Background: an optimization exercise with open tools, aiming at small area, a short achievable clock period and few clock cycles per item. Do not read the settings as production practice. No run shown here included a check of the RTL's function; only the layout flow was run. Power figures rest on the tool's default switching activity, not on a simulated workload.

File: design/flow/constraint.sdc
create_clock -name core_clock -period 10.0 [get_ports {CLK}]
set_input_delay 2.0000 -clock core_clock [delete_from_list [all_inputs] [get_ports {CLK}]]
set_output_delay 2.0000 -clock core_clock [all_outputs]
set_load 0.01 [all_outputs]
File: design/flow/config.mk
export PLATFORM = sky130hd
export DESIGN_NAME = MATRIX
export DESIGN_NICKNAME = MATRIX
export VERILOG_FILES = /design/flow/design.v
export SDC_FILE = /design/flow/constraint.sdc
export NUM_CORES = 4
export LEC_CHECK = 0
export CAP_MARGIN = 20
export CORE_MARGIN = 2
export CORE_UTILIZATION = 60
export CTS_BUF_LIST = sky130_fd_sc_hd__clkbuf_4 sky130_fd_sc_hd__clkbuf_8
export SETUP_SLACK_MARGIN = 5
export SLEW_MARGIN = 20
File: design/flow/standard.sh
#!/bin/bash
# synth_recipe.tcl (not shown) runs the flow's synth.tcl, then flattens the netlist and writes it again
# the make line also repeats each setting of config.mk as NAME=value (left out here)
make -C /OpenROAD-flow-scripts/flow DESIGN_CONFIG=/design/flow/config.mk WORK_HOME=/design/flow/orfs CLKGATE_MAP_FILE= SYNTH_SCRIPT=/design/flow/synth_recipe.tcl "${@:-finish}"
File: design/flow/design.v
module MATRIX(CLK, RESET, IN_VALID, IN, OUT_VALID, OUT);
input CLK;
input RESET;
input IN_VALID;
input [3:0] IN;
output reg OUT_VALID;
output [15:0] OUT;
reg [5:0] cnt;
reg [1:0] qa, qb, op;     
reg [2:0] ci, cj;         
reg [3:0] a [0:8];
reg [3:0] b [0:8];
reg [11:0] o;
assign OUT = {{4{o[11]}}, o};
integer n, n1;
always @(posedge CLK) begin
  if (cnt <= 6'd8 && (cnt != 6'd0 || IN_VALID)) begin
    for (n1 = 0; n1 < 8; n1 = n1 + 1) a[n1] <= a[n1+1];
    a[8] <= IN;
  end
  if (cnt >= 6'd9 && cnt <= 6'd17) begin
    for (n1 = 0; n1 < 8; n1 = n1 + 1) b[n1] <= b[n1+1];
    b[8] <= IN;
  end
end
reg f22, outmm, outas, outar, deta, detb;
always @(posedge CLK) begin
  f22 <= cnt == 6'd21;
  outmm <= cnt == 6'd21 || (cnt >= 6'd22 && cnt <= 6'd29 && opc == 2'd2);    
  outas <= cnt >= 6'd22 && cnt <= 6'd29 && !opc[1];                         
  outar <= cnt >= 6'd21 && cnt <= 6'd29;                                    
  deta <= cnt == 6'd8 || cnt == 6'd10 || cnt == 6'd12 || cnt == 6'd14 || cnt == 6'd16 || cnt == 6'd18;
  detb <= cnt == 6'd9 || cnt == 6'd11 || cnt == 6'd13 || cnt == 6'd15 || cnt == 6'd17 || cnt == 6'd19;
end
wire [1:0] opc = (cnt == 6'd22) ? IN[1:0] : op;    
wire isas = f22 ? !IN[1] : outas;                   
wire [3:0] Bc = (qb == 2'd0) ? b[0] : (qb == 2'd1) ? b[2] : (qb == 2'd2) ? b[8] : b[6];
function [2:0] rv;           
  input [2:0] x;
  rv = {x[0], x[1], x[2]};
endfunction
wire rowA = !qa[0];                        
wire revA = qa[1];                         
wire [2:0] idxA = (qa == 2'd0 || qa == 2'd3) ? ci : rv(ci);
wire rowB = qb[0];                         
wire revB = qb[0] ^ qb[1];
wire [2:0] idxB = (qb == 2'd0 || qb == 2'd1) ? cj : rv(cj);
reg [8:0] selA, selAR, selBL;
reg [2:0] alA, alB, alR;
reg [2:0] tau [0:2];
integer r, c, k, p;
always @* begin
  selA = 9'd0;
  for (r = 0; r < 3; r = r + 1)
    for (c = 0; c < 3; c = c + 1)
      selA[3*r+c] = outmm && (rowA ? idxA[r] : idxA[c]);
  if (cnt == 6'd9 || cnt == 6'd15) selA[0] = 1'b1;
  if (cnt == 6'd11 || cnt == 6'd17) selA[1] = 1'b1;
  if (cnt == 6'd13 || cnt == 6'd19) selA[2] = 1'b1;
  for (r = 0; r < 3; r = r + 1)
    for (c = 0; c < 3; c = c + 1)
      selBL[3*r+c] = rowB ? idxB[r] : idxB[c];
  for (k = 0; k < 3; k = k + 1) begin
    for (p = 0; p < 3; p = p + 1) alA[p] = idxA[(k - p + 3) % 3];    
    alB = (revA ^ revB) ? rv(alA) : alA;
    if (outas && k == 1) alB = revB ? rv(ci) : ci;
    for (p = 0; p < 3; p = p + 1)
      tau[k][p] = (idxB[0] & alB[p]) | (idxB[1] & alB[(p + 2) % 3]) | (idxB[2] & alB[(p + 1) % 3]);
  end
  alR = revA ? rv(cj) : cj;
  for (r = 0; r < 3; r = r + 1)
    for (c = 0; c < 3; c = c + 1)
      selAR[3*r+c] = outar && (rowA ? (idxA[r] && alR[c]) : (idxA[c] && alR[r]));
  case (cnt)
    6'd9:  selAR[4] = 1'b1;
    6'd10: selAR[8] = 1'b1;
    6'd11: selAR[5] = 1'b1;
    6'd12: selAR[6] = 1'b1;
    6'd13: selAR[3] = 1'b1;
    6'd14: selAR[7] = 1'b1;
    6'd15: selAR[5] = 1'b1;
    6'd16: selAR[7] = 1'b1;
    6'd17: selAR[3] = 1'b1;
    6'd18: selAR[8] = 1'b1;
    6'd19: selAR[4] = 1'b1;
    6'd20: selAR[6] = 1'b1;
    default: ;
  endcase
end
reg [3:0] At0, At1, At2, AR, Bl0, Bl1, Bl2;
always @* begin
  At0 = 4'd0; At1 = 4'd0; At2 = 4'd0; AR = 4'd0; Bl0 = 4'd0; Bl1 = 4'd0; Bl2 = 4'd0;
  for (n = 0; n < 9; n = n + 1) begin
    if ((n / 3 + n % 3) % 3 == 0) At0 = At0 | ({4{selA[n]}} & a[n]);
    if ((n / 3 + n % 3) % 3 == 1) At1 = At1 | ({4{selA[n]}} & a[n]);
    if ((n / 3 + n % 3) % 3 == 2) At2 = At2 | ({4{selA[n]}} & a[n]);
    AR = AR | ({4{selAR[n]}} & a[n]);
    if ((n / 3 + n % 3) % 3 == 0) Bl0 = Bl0 | ({4{selBL[n]}} & b[n]);
    if ((n / 3 + n % 3) % 3 == 1) Bl1 = Bl1 | ({4{selBL[n]}} & b[n]);
    if ((n / 3 + n % 3) % 3 == 2) Bl2 = Bl2 | ({4{selBL[n]}} & b[n]);
  end
end
wire [3:0] Bt0 = ({4{tau[0][0]}} & Bl0) | ({4{tau[0][1]}} & Bl1) | ({4{tau[0][2]}} & Bl2);
wire [3:0] Bt1 = ({4{tau[1][0]}} & Bl0) | ({4{tau[1][1]}} & Bl1) | ({4{tau[1][2]}} & Bl2);
wire [3:0] Bt2 = ({4{tau[2][0]}} & Bl0) | ({4{tau[2][1]}} & Bl1) | ({4{tau[2][2]}} & Bl2);
wire nx0 = cnt == 6'd15, nx1 = cnt == 6'd17, nx2 = cnt == 6'd19;
reg [3:0] X0, Y0, X1, Y1, X1D, X2, Y2;
reg dP, keep, invo, oen;
always @(posedge CLK) begin
  dP <= deta;
  keep <= (detb && cnt != 6'd10) || cnt == 6'd21;
  invo <= cnt == 6'd21;
  oen <= detb || (cnt == 6'd21 && qa[0]) || (cnt >= 6'd22 && cnt <= 6'd30 && opc != 2'd3);
end
wire [11:0] ob = ((keep ? o : 12'd0) ^ {12{invo}}) | {8'd0, dP, 3'd0};
wire c_1 = (X0[0] & Y0[2]) ^ (X0[1] & Y0[1]);
wire c_2 = (X0[0] & Y0[2]) & (X0[1] & Y0[1]);
wire c_3 = ~(X0[0] & Y0[3]) ^ (X0[1] & Y0[2]) ^ (X0[2] & Y0[1]);
wire c_4 = (~(X0[0] & Y0[3]) & (X0[1] & Y0[2])) | (~(X0[0] & Y0[3]) & (X0[2] & Y0[1])) | ((X0[1] & Y0[2]) & (X0[2] & Y0[1]));
wire c_5 = ~(X0[3] & Y0[0]) ^ ~(X1[0] & Y1[3]) ^ (X1[1] & Y1[2]);
wire c_6 = (~(X0[3] & Y0[0]) & ~(X1[0] & Y1[3])) | (~(X0[3] & Y0[0]) & (X1[1] & Y1[2])) | (~(X1[0] & Y1[3]) & (X1[1] & Y1[2]));
wire c_7 = (X1[2] & Y1[1]) ^ ~(X1[3] & Y1[0]);
wire c_8 = (X1[2] & Y1[1]) & ~(X1[3] & Y1[0]);
wire c_9 = ~(X0[1] & Y0[3]) ^ (X0[2] & Y0[2]) ^ ~(X0[3] & Y0[1]);
wire c_10 = (~(X0[1] & Y0[3]) & (X0[2] & Y0[2])) | (~(X0[1] & Y0[3]) & ~(X0[3] & Y0[1])) | ((X0[2] & Y0[2]) & ~(X0[3] & Y0[1]));
wire c_11 = ~(X1[1] & Y1[3]) ^ (X1[2] & Y1[2]) ^ ~(X1[3] & Y1[1]);
wire c_12 = (~(X1[1] & Y1[3]) & (X1[2] & Y1[2])) | (~(X1[1] & Y1[3]) & ~(X1[3] & Y1[1])) | ((X1[2] & Y1[2]) & ~(X1[3] & Y1[1]));
wire c_13 = (X1D[0] & Y1[0]) ^ ~(X2[1] & Y2[3]) ^ (X2[2] & Y2[2]);
wire c_14 = ((X1D[0] & Y1[0]) & ~(X2[1] & Y2[3])) | ((X1D[0] & Y1[0]) & (X2[2] & Y2[2])) | (~(X2[1] & Y2[3]) & (X2[2] & Y2[2]));
wire c_15 = ~(X0[2] & Y0[3]) ^ ~(X0[3] & Y0[2]) ^ ~(X1[2] & Y1[3]);
wire c_16 = (~(X0[2] & Y0[3]) & ~(X0[3] & Y0[2])) | (~(X0[2] & Y0[3]) & ~(X1[2] & Y1[3])) | (~(X0[3] & Y0[2]) & ~(X1[2] & Y1[3]));
wire c_17 = ~(X1[3] & Y1[2]) ^ (X1D[0] & Y1[1]) ^ (X1D[1] & Y1[0]);
wire c_18 = (~(X1[3] & Y1[2]) & (X1D[0] & Y1[1])) | (~(X1[3] & Y1[2]) & (X1D[1] & Y1[0])) | ((X1D[0] & Y1[1]) & (X1D[1] & Y1[0]));
wire c_19 = (X0[0] & Y0[1]) ^ (X0[1] & Y0[0]);
wire c_20 = (X0[0] & Y0[1]) & (X0[1] & Y0[0]);
wire c_21 = (X0[2] & Y0[0]) ^ (X1[0] & Y1[2]) ^ (X1[1] & Y1[1]);
wire c_22 = ((X0[2] & Y0[0]) & (X1[0] & Y1[2])) | ((X0[2] & Y0[0]) & (X1[1] & Y1[1])) | ((X1[0] & Y1[2]) & (X1[1] & Y1[1]));
wire c_23 = (X1[2] & Y1[0]) ^ (X2[0] & Y2[2]) ^ (X2[1] & Y2[1]);
wire c_24 = ((X1[2] & Y1[0]) & (X2[0] & Y2[2])) | ((X1[2] & Y1[0]) & (X2[1] & Y2[1])) | ((X2[0] & Y2[2]) & (X2[1] & Y2[1]));
wire c_25 = ~(X2[0] & Y2[3]) ^ (X2[1] & Y2[2]) ^ (X2[2] & Y2[1]);
wire c_26 = (~(X2[0] & Y2[3]) & (X2[1] & Y2[2])) | (~(X2[0] & Y2[3]) & (X2[2] & Y2[1])) | ((X2[1] & Y2[2]) & (X2[2] & Y2[1]));
wire c_27 = ~(X2[3] & Y2[0]) ^ ob[3] ^ c_2;
wire c_28 = (~(X2[3] & Y2[0]) & ob[3]) | (~(X2[3] & Y2[0]) & c_2) | (ob[3] & c_2);
wire c_29 = c_3 ^ c_5;
wire c_30 = c_3 & c_5;
wire c_31 = ~(X2[3] & Y2[1]) ^ ob[4] ^ 1'b1;
wire c_32 = (~(X2[3] & Y2[1]) & ob[4]) | (~(X2[3] & Y2[1]) & 1'b1) | (ob[4] & 1'b1);
wire c_33 = c_4 ^ c_6 ^ c_8;
wire c_34 = (c_4 & c_6) | (c_4 & c_8) | (c_6 & c_8);
wire c_35 = c_9 ^ c_11 ^ c_13;
wire c_36 = (c_9 & c_11) | (c_9 & c_13) | (c_11 & c_13);
wire c_37 = ~(X2[2] & Y2[3]) ^ ~(X2[3] & Y2[2]) ^ ob[5];
wire c_38 = (~(X2[2] & Y2[3]) & ~(X2[3] & Y2[2])) | (~(X2[2] & Y2[3]) & ob[5]) | (~(X2[3] & Y2[2]) & ob[5]);
wire c_39 = 1'b1 ^ c_10 ^ c_12;
wire c_40 = (1'b1 & c_10) | (1'b1 & c_12) | (c_10 & c_12);
wire c_41 = c_14 ^ c_15 ^ c_17;
wire c_42 = (c_14 & c_15) | (c_14 & c_17) | (c_15 & c_17);
wire c_43 = (X0[3] & Y0[3]) ^ (X1[3] & Y1[3]) ^ (X1D[0] & Y1[2]);
wire c_44 = ((X0[3] & Y0[3]) & (X1[3] & Y1[3])) | ((X0[3] & Y0[3]) & (X1D[0] & Y1[2])) | ((X1[3] & Y1[3]) & (X1D[0] & Y1[2]));
wire c_45 = (X1D[1] & Y1[1]) ^ (X1D[2] & Y1[0]) ^ (X2[3] & Y2[3]);
wire c_46 = ((X1D[1] & Y1[1]) & (X1D[2] & Y1[0])) | ((X1D[1] & Y1[1]) & (X2[3] & Y2[3])) | ((X1D[2] & Y1[0]) & (X2[3] & Y2[3]));
wire c_47 = ob[6] ^ c_16 ^ c_18;
wire c_48 = (ob[6] & c_16) | (ob[6] & c_18) | (c_16 & c_18);
wire c_49 = ~(X1D[0] & Y1[3]) ^ (X1D[1] & Y1[2]) ^ (X1D[2] & Y1[1]);
wire c_50 = (~(X1D[0] & Y1[3]) & (X1D[1] & Y1[2])) | (~(X1D[0] & Y1[3]) & (X1D[2] & Y1[1])) | ((X1D[1] & Y1[2]) & (X1D[2] & Y1[1]));
wire c_51 = ~(X1D[3] & Y1[0]) ^ ob[7];
wire c_52 = ~(X1D[3] & Y1[0]) & ob[7];
wire c_53 = ~(X1D[1] & Y1[3]) ^ (X1D[2] & Y1[2]);
wire c_54 = ~(X1D[1] & Y1[3]) & (X1D[2] & Y1[2]);
wire c_55 = (X0[0] & Y0[0]) ^ (X1[0] & Y1[0]);
wire c_56 = (X0[0] & Y0[0]) & (X1[0] & Y1[0]);
wire c_57 = (X1[0] & Y1[1]) ^ (X1[1] & Y1[0]) ^ (X2[0] & Y2[1]);
wire c_58 = ((X1[0] & Y1[1]) & (X1[1] & Y1[0])) | ((X1[0] & Y1[1]) & (X2[0] & Y2[1])) | ((X1[1] & Y1[0]) & (X2[0] & Y2[1]));
wire c_59 = (X2[1] & Y2[0]) ^ ob[1];
wire c_60 = (X2[1] & Y2[0]) & ob[1];
wire c_61 = (X2[2] & Y2[0]) ^ ob[2] ^ c_1;
wire c_62 = ((X2[2] & Y2[0]) & ob[2]) | ((X2[2] & Y2[0]) & c_1) | (ob[2] & c_1);
wire c_63 = c_20 ^ c_21 ^ c_23;
wire c_64 = (c_20 & c_21) | (c_20 & c_23) | (c_21 & c_23);
wire c_65 = c_7 ^ c_22 ^ c_24;
wire c_66 = (c_7 & c_22) | (c_7 & c_24) | (c_22 & c_24);
wire c_67 = c_25 ^ c_27 ^ c_29;
wire c_68 = (c_25 & c_27) | (c_25 & c_29) | (c_27 & c_29);
wire c_69 = c_26 ^ c_28 ^ c_30;
wire c_70 = (c_26 & c_28) | (c_26 & c_30) | (c_28 & c_30);
wire c_71 = c_31 ^ c_33 ^ c_35;
wire c_72 = (c_31 & c_33) | (c_31 & c_35) | (c_33 & c_35);
wire c_73 = c_32 ^ c_34 ^ c_36;
wire c_74 = (c_32 & c_34) | (c_32 & c_36) | (c_34 & c_36);
wire c_75 = c_37 ^ c_39 ^ c_41;
wire c_76 = (c_37 & c_39) | (c_37 & c_41) | (c_39 & c_41);
wire c_77 = c_38 ^ c_40 ^ c_42;
wire c_78 = (c_38 & c_40) | (c_38 & c_42) | (c_40 & c_42);
wire c_79 = c_43 ^ c_45 ^ c_47;
wire c_80 = (c_43 & c_45) | (c_43 & c_47) | (c_45 & c_47);
wire c_81 = 1'b1 ^ c_44 ^ c_46;
wire c_82 = (1'b1 & c_44) | (1'b1 & c_46) | (c_44 & c_46);
wire c_83 = c_48 ^ c_49 ^ c_51;
wire c_84 = (c_48 & c_49) | (c_48 & c_51) | (c_49 & c_51);
wire c_85 = ~(X1D[3] & Y1[1]) ^ ob[8] ^ 1'b1;
wire c_86 = (~(X1D[3] & Y1[1]) & ob[8]) | (~(X1D[3] & Y1[1]) & 1'b1) | (ob[8] & 1'b1);
wire c_87 = c_50 ^ c_52 ^ c_53;
wire c_88 = (c_50 & c_52) | (c_50 & c_53) | (c_52 & c_53);
wire c_89 = ~(X1D[2] & Y1[3]) ^ ~(X1D[3] & Y1[2]) ^ ob[9];
wire c_90 = (~(X1D[2] & Y1[3]) & ~(X1D[3] & Y1[2])) | (~(X1D[2] & Y1[3]) & ob[9]) | (~(X1D[3] & Y1[2]) & ob[9]);
wire c_91 = 1'b1 ^ c_54;
wire c_92 = 1'b1 & c_54;
wire c_93 = (X1D[3] & Y1[3]) ^ ob[10];
wire c_94 = (X1D[3] & Y1[3]) & ob[10];
wire c_95 = (X2[0] & Y2[0]) ^ ob[0];
wire c_96 = (X2[0] & Y2[0]) & ob[0];
wire c_97 = c_19 ^ c_56 ^ c_57;
wire c_98 = (c_19 & c_56) | (c_19 & c_57) | (c_56 & c_57);
wire c_99 = c_58 ^ c_60 ^ c_61;
wire c_100 = (c_58 & c_60) | (c_58 & c_61) | (c_60 & c_61);
wire c_101 = c_62 ^ c_64 ^ c_65;
wire c_102 = (c_62 & c_64) | (c_62 & c_65) | (c_64 & c_65);
wire c_103 = c_66 ^ c_68 ^ c_69;
wire c_104 = (c_66 & c_68) | (c_66 & c_69) | (c_68 & c_69);
wire c_105 = c_70 ^ c_72 ^ c_73;
wire c_106 = (c_70 & c_72) | (c_70 & c_73) | (c_72 & c_73);
wire c_107 = c_74 ^ c_76 ^ c_77;
wire c_108 = (c_74 & c_76) | (c_74 & c_77) | (c_76 & c_77);
wire c_109 = c_78 ^ c_80 ^ c_81;
wire c_110 = (c_78 & c_80) | (c_78 & c_81) | (c_80 & c_81);
wire c_111 = c_82 ^ c_84 ^ c_85;
wire c_112 = (c_82 & c_84) | (c_82 & c_85) | (c_84 & c_85);
wire c_113 = c_86 ^ c_88 ^ c_89;
wire c_114 = (c_86 & c_88) | (c_86 & c_89) | (c_88 & c_89);
wire c_115 = 1'b1 ^ c_90 ^ c_92;
wire c_116 = (1'b1 & c_90) | (1'b1 & c_92) | (c_90 & c_92);
wire c_117 = invo ^ c_55;
wire c_118 = invo & c_55;
wire c_119 = c_59 ^ c_96 ^ c_97;
wire c_120 = (c_59 & c_96) | (c_59 & c_97) | (c_96 & c_97);
wire c_121 = c_63 ^ c_98 ^ c_99;
wire c_122 = (c_63 & c_98) | (c_63 & c_99) | (c_98 & c_99);
wire c_123 = c_67 ^ c_100 ^ c_101;
wire c_124 = (c_67 & c_100) | (c_67 & c_101) | (c_100 & c_101);
wire c_125 = c_71 ^ c_102 ^ c_103;
wire c_126 = (c_71 & c_102) | (c_71 & c_103) | (c_102 & c_103);
wire c_127 = c_75 ^ c_104 ^ c_105;
wire c_128 = (c_75 & c_104) | (c_75 & c_105) | (c_104 & c_105);
wire c_129 = c_79 ^ c_106 ^ c_107;
wire c_130 = (c_79 & c_106) | (c_79 & c_107) | (c_106 & c_107);
wire c_131 = c_83 ^ c_108 ^ c_109;
wire c_132 = (c_83 & c_108) | (c_83 & c_109) | (c_108 & c_109);
wire c_133 = c_87 ^ c_110 ^ c_111;
wire c_134 = (c_87 & c_110) | (c_87 & c_111) | (c_110 & c_111);
wire c_135 = c_91 ^ c_112 ^ c_113;
wire c_136 = (c_91 & c_112) | (c_91 & c_113) | (c_112 & c_113);
wire c_137 = c_93 ^ c_114 ^ c_115;
wire c_138 = (c_93 & c_114) | (c_93 & c_115) | (c_114 & c_115);
wire c_139 = ob[11] ^ c_94 ^ c_116;
wire c_140 = (ob[11] & c_94) | (ob[11] & c_116) | (c_94 & c_116);
wire [11:0] S = {c_138,c_136,c_134,c_132,c_130,c_128,c_126,c_124,c_122,c_120,c_118,c_95} + {c_139,c_137,c_135,c_133,c_131,c_129,c_127,c_125,c_123,c_121,c_119,c_117};
always @(posedge CLK) begin
  X0 <= isas ? 4'd1 : ((At0 ^ {4{nx0}}) | {3'd0, nx2});
  Y0 <= (isas || deta) ? AR : Bt0;
  X1 <= isas ? {{3{opc[0]}}, 1'b1} : ((At1 ^ {4{nx1}}) | {3'd0, nx0});
  X1D <= {4{detb}} & S[7:4];
  X2 <= detb ? {~S[3], S[2:0]} : (isas ? 4'd0 : ((At2 ^ {4{nx2}}) | {3'd0, nx1}));
  Y1 <= (deta || detb) ? AR : ((f22 && !IN[1]) ? Bc : Bt1);
  Y2 <= (deta || detb) ? AR : Bt2;
  if (oen) o <= S;
  if (cnt == 6'd18) qa <= IN[1:0];
  if (cnt == 6'd19) qa[1] <= qa[1] ^ (qa[0] & IN[0]);
  if (cnt == 6'd20) qb <= IN[1:0];
  if (cnt == 6'd21) qb[1] <= qb[1] ^ (qb[0] & IN[0]);
  if (cnt == 6'd22) op <= IN[1:0];
  if (cnt <= 6'd21) begin
    ci <= 3'b001; cj <= 3'b001;
  end else begin
    cj <= {cj[1:0], cj[2]};
    if (cj[2]) ci <= {ci[1:0], ci[2]};
  end
  if (RESET) begin
    cnt <= 6'd0;
    OUT_VALID <= 1'b0;
  end else begin
    if (cnt == 6'd0) cnt <= {5'd0, IN_VALID};
    else if (cnt == ((op == 2'd3) ? 6'd31 : 6'd32)) cnt <= 6'd0;
    else cnt <= cnt + 6'd1;
    OUT_VALID <= (cnt == 6'd22 && IN[1:0] == 2'd3) || (op == 2'd3 && cnt >= 6'd23 && cnt <= 6'd30) ||
                 (op != 2'd3 && cnt >= 6'd23 && cnt <= 6'd31);
  end
end
endmodule
File: design/flow/flow/run.sh
#!/bin/bash
set -euo pipefail
bash standard.sh SETUP_SLACK_MARGIN=6 "BUFFER_PORTS_ARGS=-buffer_cell sky130_fd_sc_hd__buf_2" finish > standard.log 2>&1
==> impl_metrics.csv, run 1 <==
group,metric,value,unit
power_and_ir_drop,cellLeakagePower,4.09,nW
cts,cts_max_level,4,
global_route,track_usage,31.0,%
cts,root_buffer,"clkbuf_8",
global_route,grt_pass1_vias,7192,
final_layout,nets,1027,
sta,hold_violations,0,
cts,cts_sinks,140,
placed_design,portBuffers,23,
synthesis,synth_cells,914,
final_layout,layout_commonest_cell,"edfxtp_1",
synthesis,ys_types,81,
sta,maxSlewViolCount,0,
cts,cts.clk_slew.worst_paths,80,ps
detailed_routing,drc,0,
detailed_routing,dr.pass1.iters,6,
sta,relSlewSlack,29.0,%
final_layout,instances_no_fill,1156,
global_route,antenna_found_initial,0,
sta,setup_viol,0,
cts,cts_buffer_depth,2,
final_layout,mostFrequentLayoutCells,"edfxtp_1, nand2_1, inv_1, and2_1, nor2_1",
floorplan,die_width,130,µm
synthesis,synth-main-ff-cell,"edfxtp_1",
floorplan,rows,45,
final_layout,final_util,67.7,%
detailed_routing,viasPerCell,6.31,
placed_design,dp_hpwl,18900,µm
synthesis,ys_seq_area_share,38.8,%
synthesis,syn_area_per_cell,10.4,µm²
synthesis,synth-edff-count,88,
setup_path,crit_type,"flop to flop",
detailed_routing,antenna_left,0,
run_status,status,"no timing/DRC/antenna violations",
synthesis,synth_warnings,4,
cts,numCtsBuffers,17,
sta,fmax,232,MHz
final_layout,drive_gt1_share,16.4,%
sta,period_needed,4320,ps
final_layout,final_area,10400,µm²
final_layout,fillers,1204,
sta,holdWs,452,ps
final_layout,synthToLayoutAreaGrowth,9.28,%
sta,rsz0062_at_grt,"yes",
power_and_ir_drop,p_per_area,113,nW/µm²
sta,fin_setup_tns,0,ps
detailed_routing,wl,25300,µm
sta,tightest_slew,1040,ps
setup_path,end_kind,"flop",
setup_path,crit_path_max_fanout,6,
detailed_routing,num_vias,7295,
placed_design,place_area,9770,µm²
setup_path,required,10210,ps
synthesis,ys_ff_latch,140,
floorplan,die_area,16800,µm²
sta,finClkSkew,12.2,ps
setup_path,worstPathArrival,4530,ps
global_route,grt_max_degree,37,
power_and_ir_drop,power,1.17,mW
global_route,grt_pass1_wl,39500,µm
sta,setup_slack,5680,ps
setup_path,cp-start-kind,"flop",
floorplan,initial_core_util,61.9,%
synthesis,synth_async_sr_flop_share,0,%
floorplan,core_area,15300,µm²
sta,fin_crit_sh,43.2,%
cts,cts_tree,"done",
final_layout,antennaDiodeCount,0,
power_and_ir_drop,peakVddDrop,0.000130,V
floorplan,die_h,130,µm
placed_design,gp_congestion,0.981,
cts,cts_hold_buf,0,
placed_design,pre_cts_slack,5420,ps
detailed_routing,dr.first_iter.drc_count,814,
synthesis,netlist_area,9480,µm²
global_route,grt_overflow,0,
synthesis,syn_nets,1009,
detailed_routing,wl_per_cell,21.9,µm
floorplan,top_level_ports,24,
cts,worstSkewPairLatency,460,ps
run,cap_violations,0,
placed_design,dpl.cell_count,1109,
hold_path,min_path_type,"flop to flop",
[worst paths after layout]
path / startpoint / end / slack, ps / depth (start not counted)
worst max-delay path: Y1[3] / o[11] / 5680 / 14
worst min-delay path: deta / dP / 450 / 0
worst max register to register: Y1[3] / o[11] / 5680 / 14
worst min register to register: deta / dP / 450 / 0
[worst max-delay path, cell delays in order, from the launching register on]
cell and delay, ps:
dfxtp_4 380, and2_4 150, fa_1 500, fa_2 380
fa_2 540, inv_2 40, fa_2 540, fa_2 470
ha_4 240, o21a_1 110, o21ai_1 140, nand2b_1 120
a41oi_2 260, o21ai_2 90, xnor2_1 130
[cells in the mapped netlist (all sizes together), types with 16 or more instances]
cell	count	area, µm²
fa	53	1060
and2	54	338
nand3	25	135
buf	27	165
o22ai	16	100
ha	35	438
edfxtp	88	2640
nor2	48	180
inv	77	289
mux2i	37	383
nand2	77	289
dfxtp	52	1040
a21oi	40	204
xnor2	27	244
o21ai	30	150
[final cells by class]
class	instances	area [µm²]	share of cell area, %
multi-input combinational	655	5460	52.7
tap	211	264	2.55
clock buffer	18	241	2.33
timing repair buffer	41	250	2.42
sequential	140	3720	35.9
inverter	77	289	2.79
clock inverter	14	135	1.30
[registers in the layout (all words and copies together) (netlist names), 3 cells and up]
register	cells
Y1	4
Y0	4
a	36
X1	4
Y2	4
X2	4
X1D	4
b	36
cj	3
cnt	6
ci	3
X0	4
o	12
[timing repair]
item | 4_1_cts | 5_1_grt
gates resized for setup | 26 | 15
pin swaps | 17 | 8
setup endpoints to repair | 8 | 7
buffers inserted | 11 | 4
[logic make-up after synthesis]
| logic type | Yosys count | synth area share (%) |
|---|---|---|
| compound gates | 195 | 15.2 |
| mux | 45 | 5.03 |
| fa+ha+maj | 88 | 15.8 |
| simple gates | 286 | 15.9 |
| xor+xnor | 41 | 3.87 |
| flops | 140 | 38.8 |
| buf+inv | 119 | 5.38 |
[power by group]
group / leakage, nW / internal [mW] / switching [mW]
combinational: 2.64 / 0.0146 / 0.0278
sequential: 1.27 / 0.651 / 0.0358
clock: 0.186 / 0.204 / 0.238
total: 4.09 / 0.869 / 0.302
[routing by layer]
metal | vias to the layer above | track usage, % | part of all wire (%)
li1 | 3309 | - | -
met1 | 3607 | 41.0 | 42
met2 | 315 | 51.7 | 49
met3 | 64 | 5.54 | 6.2
met4 | 0 | 11.0 | 3.1
met5 | - | 0 | 0
==> run 2: changes to the inputs <==
==> design/flow/flow/run.sh (replaced) <==
#!/bin/bash
set -euo pipefail
bash standard.sh SETUP_SLACK_MARGIN=6 finish > standard.log 2>&1
--- a/design/flow/config.mk
+++ b/design/flow/config.mk
@@ -7,7 +7,6 @@
 export LEC_CHECK = 0
 export CAP_MARGIN = 20
 export CORE_MARGIN = 2
-export CORE_UTILIZATION = 60
-export CTS_BUF_LIST = sky130_fd_sc_hd__clkbuf_4 sky130_fd_sc_hd__clkbuf_8
+export CORE_UTILIZATION = 40
 export SETUP_SLACK_MARGIN = 5
 export SLEW_MARGIN = 20
==> run 2 against run 1 <==
Net effect:
- combinational power up 3%
- largest cell class unchanged
- core utilization down 22 points
- clock-buffer cell count down 1
- synthesized cell count unchanged
==> impl_metrics.csv, run 2 <==
group,metric,value,unit
synthesis,synth_most_common_cell,"edfxtp_1",
power_and_ir_drop,p_sw,0.331,mW
cts,cts_buffer_depth,2,
final_layout,antennaDiodeCount,0,
detailed_routing,viasPerCell,5.57,
floorplan,die_h,158,µm
cts,cts_max_level,4,
power_and_ir_drop,seqPwrFrac,50.2,%
setup_path,reg2reg_slack,5770,ps
power_and_ir_drop,switching_share,24.2,%
final_layout,instances_no_fill,1259,
sta,rsz0062_at_grt,"yes",
sta,hold_violations,0,
floorplan,die_width,158,µm
detailed_routing,antenna_left,0,
setup_path,required,10190,ps
synthesis,synth_async_sr_flop_share,0,%
setup_path,crit_type,"flop to flop",
hold_path,min_path_type,"flop to flop",
placed_design,place_area,10000,µm²
placed_design,dpl.cell_count,1218,
setup_path,end_kind,"flop",
placed_design,pre_cts_slack,5510,ps
global_route,grt_overflow,0,
synthesis,syn_area_per_cell,10.4,µm²
final_layout,layout_commonest_cell,"edfxtp_1",
floorplan,initial_core_util,40.5,%
synthesis,ys_seq_area_share,38.8,%
placed_design,portBuffers,23,
global_route,antenna_found_initial,0,
synthesis,ys_types,81,
power_and_ir_drop,power_frac_comb,3.2,%
final_layout,drive_gt1_share,12.8,%
sta,relSlewSlack,26.6,%
final_layout,final_area,10800,µm²
cts,worstSkewPairLatency,430,ps
synthesis,syn_nets,1009,
sta,period_needed,4230,ps
power_and_ir_drop,p_int,1.04,mW
synthesis,synth_top_cell_area_share,27.9,%
detailed_routing,dr.pass1.iters,5,
cts,root_buffer,"clkbuf_16",
floorplan,top_level_ports,24,
detailed_routing,drc,0,
floorplan,core_area,23400,µm²
sta,finClkSkew,13.4,ps
final_layout,nets,1022,
cts,cts_sinks,140,
synthesis,ys_ff_latch,140,
synthesis,synth_cells,914,
global_route,grt_pass1_vias,7023,
power_and_ir_drop,cellLeakagePower,4.18,nW
detailed_routing,dr.first_iter.drc_count,583,
final_layout,synthToLayoutAreaGrowth,13.8,%
power_and_ir_drop,peakVddDrop,0.000117,V
placed_design,gp_congestion,0.965,
run_status,status,"no timing/DRC/antenna violations",
power_and_ir_drop,p_clk_share,46.6,%
cts,cts_tree,"done",
final_layout,mostFrequentLayoutCells,"edfxtp_1, nand2_1, inv_1, and2_1, nor2_1",
cts,cts.clk_slew.worst_paths,70,ps
run,cap_violations,0,
sta,tightest_slew,1070,ps
setup_path,worstPathArrival,4420,ps
synthesis,yosys.area.top_type,"edfxtp_1",
detailed_routing,wl,24800,µm
global_route,grt_pass1_wl,39200,µm
sta,setup_slack,5770,ps
sta,maxSlewViolCount,0,
sta,setup_viol,0,
synthesis,netlist_area,9480,µm²
power_and_ir_drop,p_per_area,127,nW/µm²
synthesis,yosys-top-cells-count,"edfxtp_1, inv_1, nand2_1",
placed_design,dp_hpwl,18700,µm
floorplan,rows,56,
cts,numCtsBuffers,17,
floorplan,die_area,25000,µm²
synthesis,synth_warnings,4,
detailed_routing,num_vias,7010,
setup_path,cp-start-kind,"flop",
detailed_routing,wl_per_cell,19.7,µm
final_layout,reg_top3,"a (36), b (36), o (12)",
power_and_ir_drop,power,1.37,mW
synthesis,synth_area_leaders,"edfxtp_1, fa_1, dfxtp_1",
global_route,grt_max_degree,37,
sta,fin_crit_sh,42.3,%
synthesis,synth-main-ff-cell,"edfxtp_1",
synthesis,synth-edff-count,88,
sta,fin_setup_tns,0,ps
sta,fmax,236,MHz
global_route,track_usage,20.8,%
setup_path,crit_path_max_fanout,4,
-- run 2: cell count changes in the layout (fill, tap and decap cells not counted), moves of 2 or more --
cell,previous run,this run
buf_4,18,12
clkbuf_8,17,0
inv_1,71,73
dfxtp_1,32,34
clkinvlp_4,3,1
inv_2,6,4
dfxtp_2,14,10
dfxtp_4,6,8
buf_2,23,0
clkbuf_16,0,17
clkdlybuf4s50_1,0,23
-- run 2: cell type report --
| type | instances | area [µm²] |
|---|---|---|
| sequential | 140 | 3730 |
| multi-input combinational | 655 | 5460 |
| clock inverter | 15 | 163 |
| clock buffer | 17 | 425 |
| inverter | 77 | 289 |
| timing repair buffer | 36 | 332 |
| fill | 2247 | 12600 |
| tap | 319 | 399 |
-- run 2: metal layers --
layer / vias to the layer above / track usage [%] / share of wire, %
met1: 3436 / 27.4 / 44
met4: 0 / 9.78 / 3.7
met3: 54 / 3.39 / 4.6
met5: - / 0 / 0
li1: 3313 / - / -
met2: 207 / 33.6 / 48
-- run 2: metrics by stage --
| step | utilization [%] | hold WS [ps] |
|---|---|---|
| floorplan | - | 365 |
| global placement | 42.8 | 385 |
| detailed placement | 42.8 | 396 |
| CTS | 45.9 | 415 |
| global route | 46.1 | 423 |
| finish | 46.1 | 410 |
-- run 2: final timing paths --
path / endpoint / from / depth (start not counted)
worst max-delay path: o[11] / X0[3] / 13
worst min-delay path: dP / deta / 0
worst max register to register: o[11] / X0[3] / 13
worst min register to register: dP / deta / 0
-- run 2: critical path, stage by stage, from the launching register on --
cell and delay, ps:
dfxtp_2 340, and2_4 160, fa_1 510, fa_2 390
fa_2 540, inv_2 40, fa_2 540, fa_1 440
ha_4 190, a2111oi_4 350, o21ai_2 110, a41oi_2 170
o21ai_1 100, xnor2_1 120
-- run 2: power by group through the flow --
stage	logic (mW)	clock network, mW	registers, mW
6_report	0.0439	0.639	0.688
5_1_grt	0.0488	0.672	0.690
4_1_cts	0.0439	0.647	0.688
3_5_place_dp	0.0437	0	0.702
3_3_place_gp	0.0440	0	0.701
2_1_floorplan	0.0307	0	0.683
-- run 2: cells by family after synthesis --
family	share of synthesized area, %
AND/OR/NAND/NOR	15.9
adder cells (fa/ha/maj)	15.8
XOR/XNOR	3.87
buffers and inverters	5.38
flip-flops	38.8
AO/OA/AOI/OAI	15.2
multiplexers	5.03
-- run 2: timing repair --
item | in CTS | in global routing
cloned | 0 | 0
setup endpoints to repair | 8 | 8
gates resized for setup | 27 | 12
hold buffers | 0 | 0
pin swaps | 18 | 9
endpoints found under the hold margin | 0 | 0
setup buffers | 7 | 2

==> what the ideal ports hide <==
The flow's constraints put no driver on any port. The routed layouts listed below were extracted and timed again, unchanged, in two steps. Step 1 (the two cells are an assumption about what drives the block):
set clk [get_ports {CLK}]
set_driving_cell -lib_cell sky130_fd_sc_hd__clkbuf_16 $clk
set_driving_cell -lib_cell sky130_fd_sc_hd__buf_2 [delete_from_list [all_inputs] $clk]
Step 2 moves the port delays by t, midway between the first and last clock arrival at a register: inputs arrive t later, outputs are due t later. That takes back most of the time a late clock gives input paths. a / b / c = ideal ports / drivers / drivers and shift; a / b = the first two.
| run | shift t [ns] | slack for setup (ns) | clock arrival spread, ns |
|---|---|---|---|
| run 1 | 0.495 | 5.684 / 5.684 / 5.684 | 0.013 / 0.012 |
| run 2 | 0.475 | 5.767 / 5.767 / 5.767 | 0.014 / 0.014 |
After both steps every run listed still meets setup and hold.
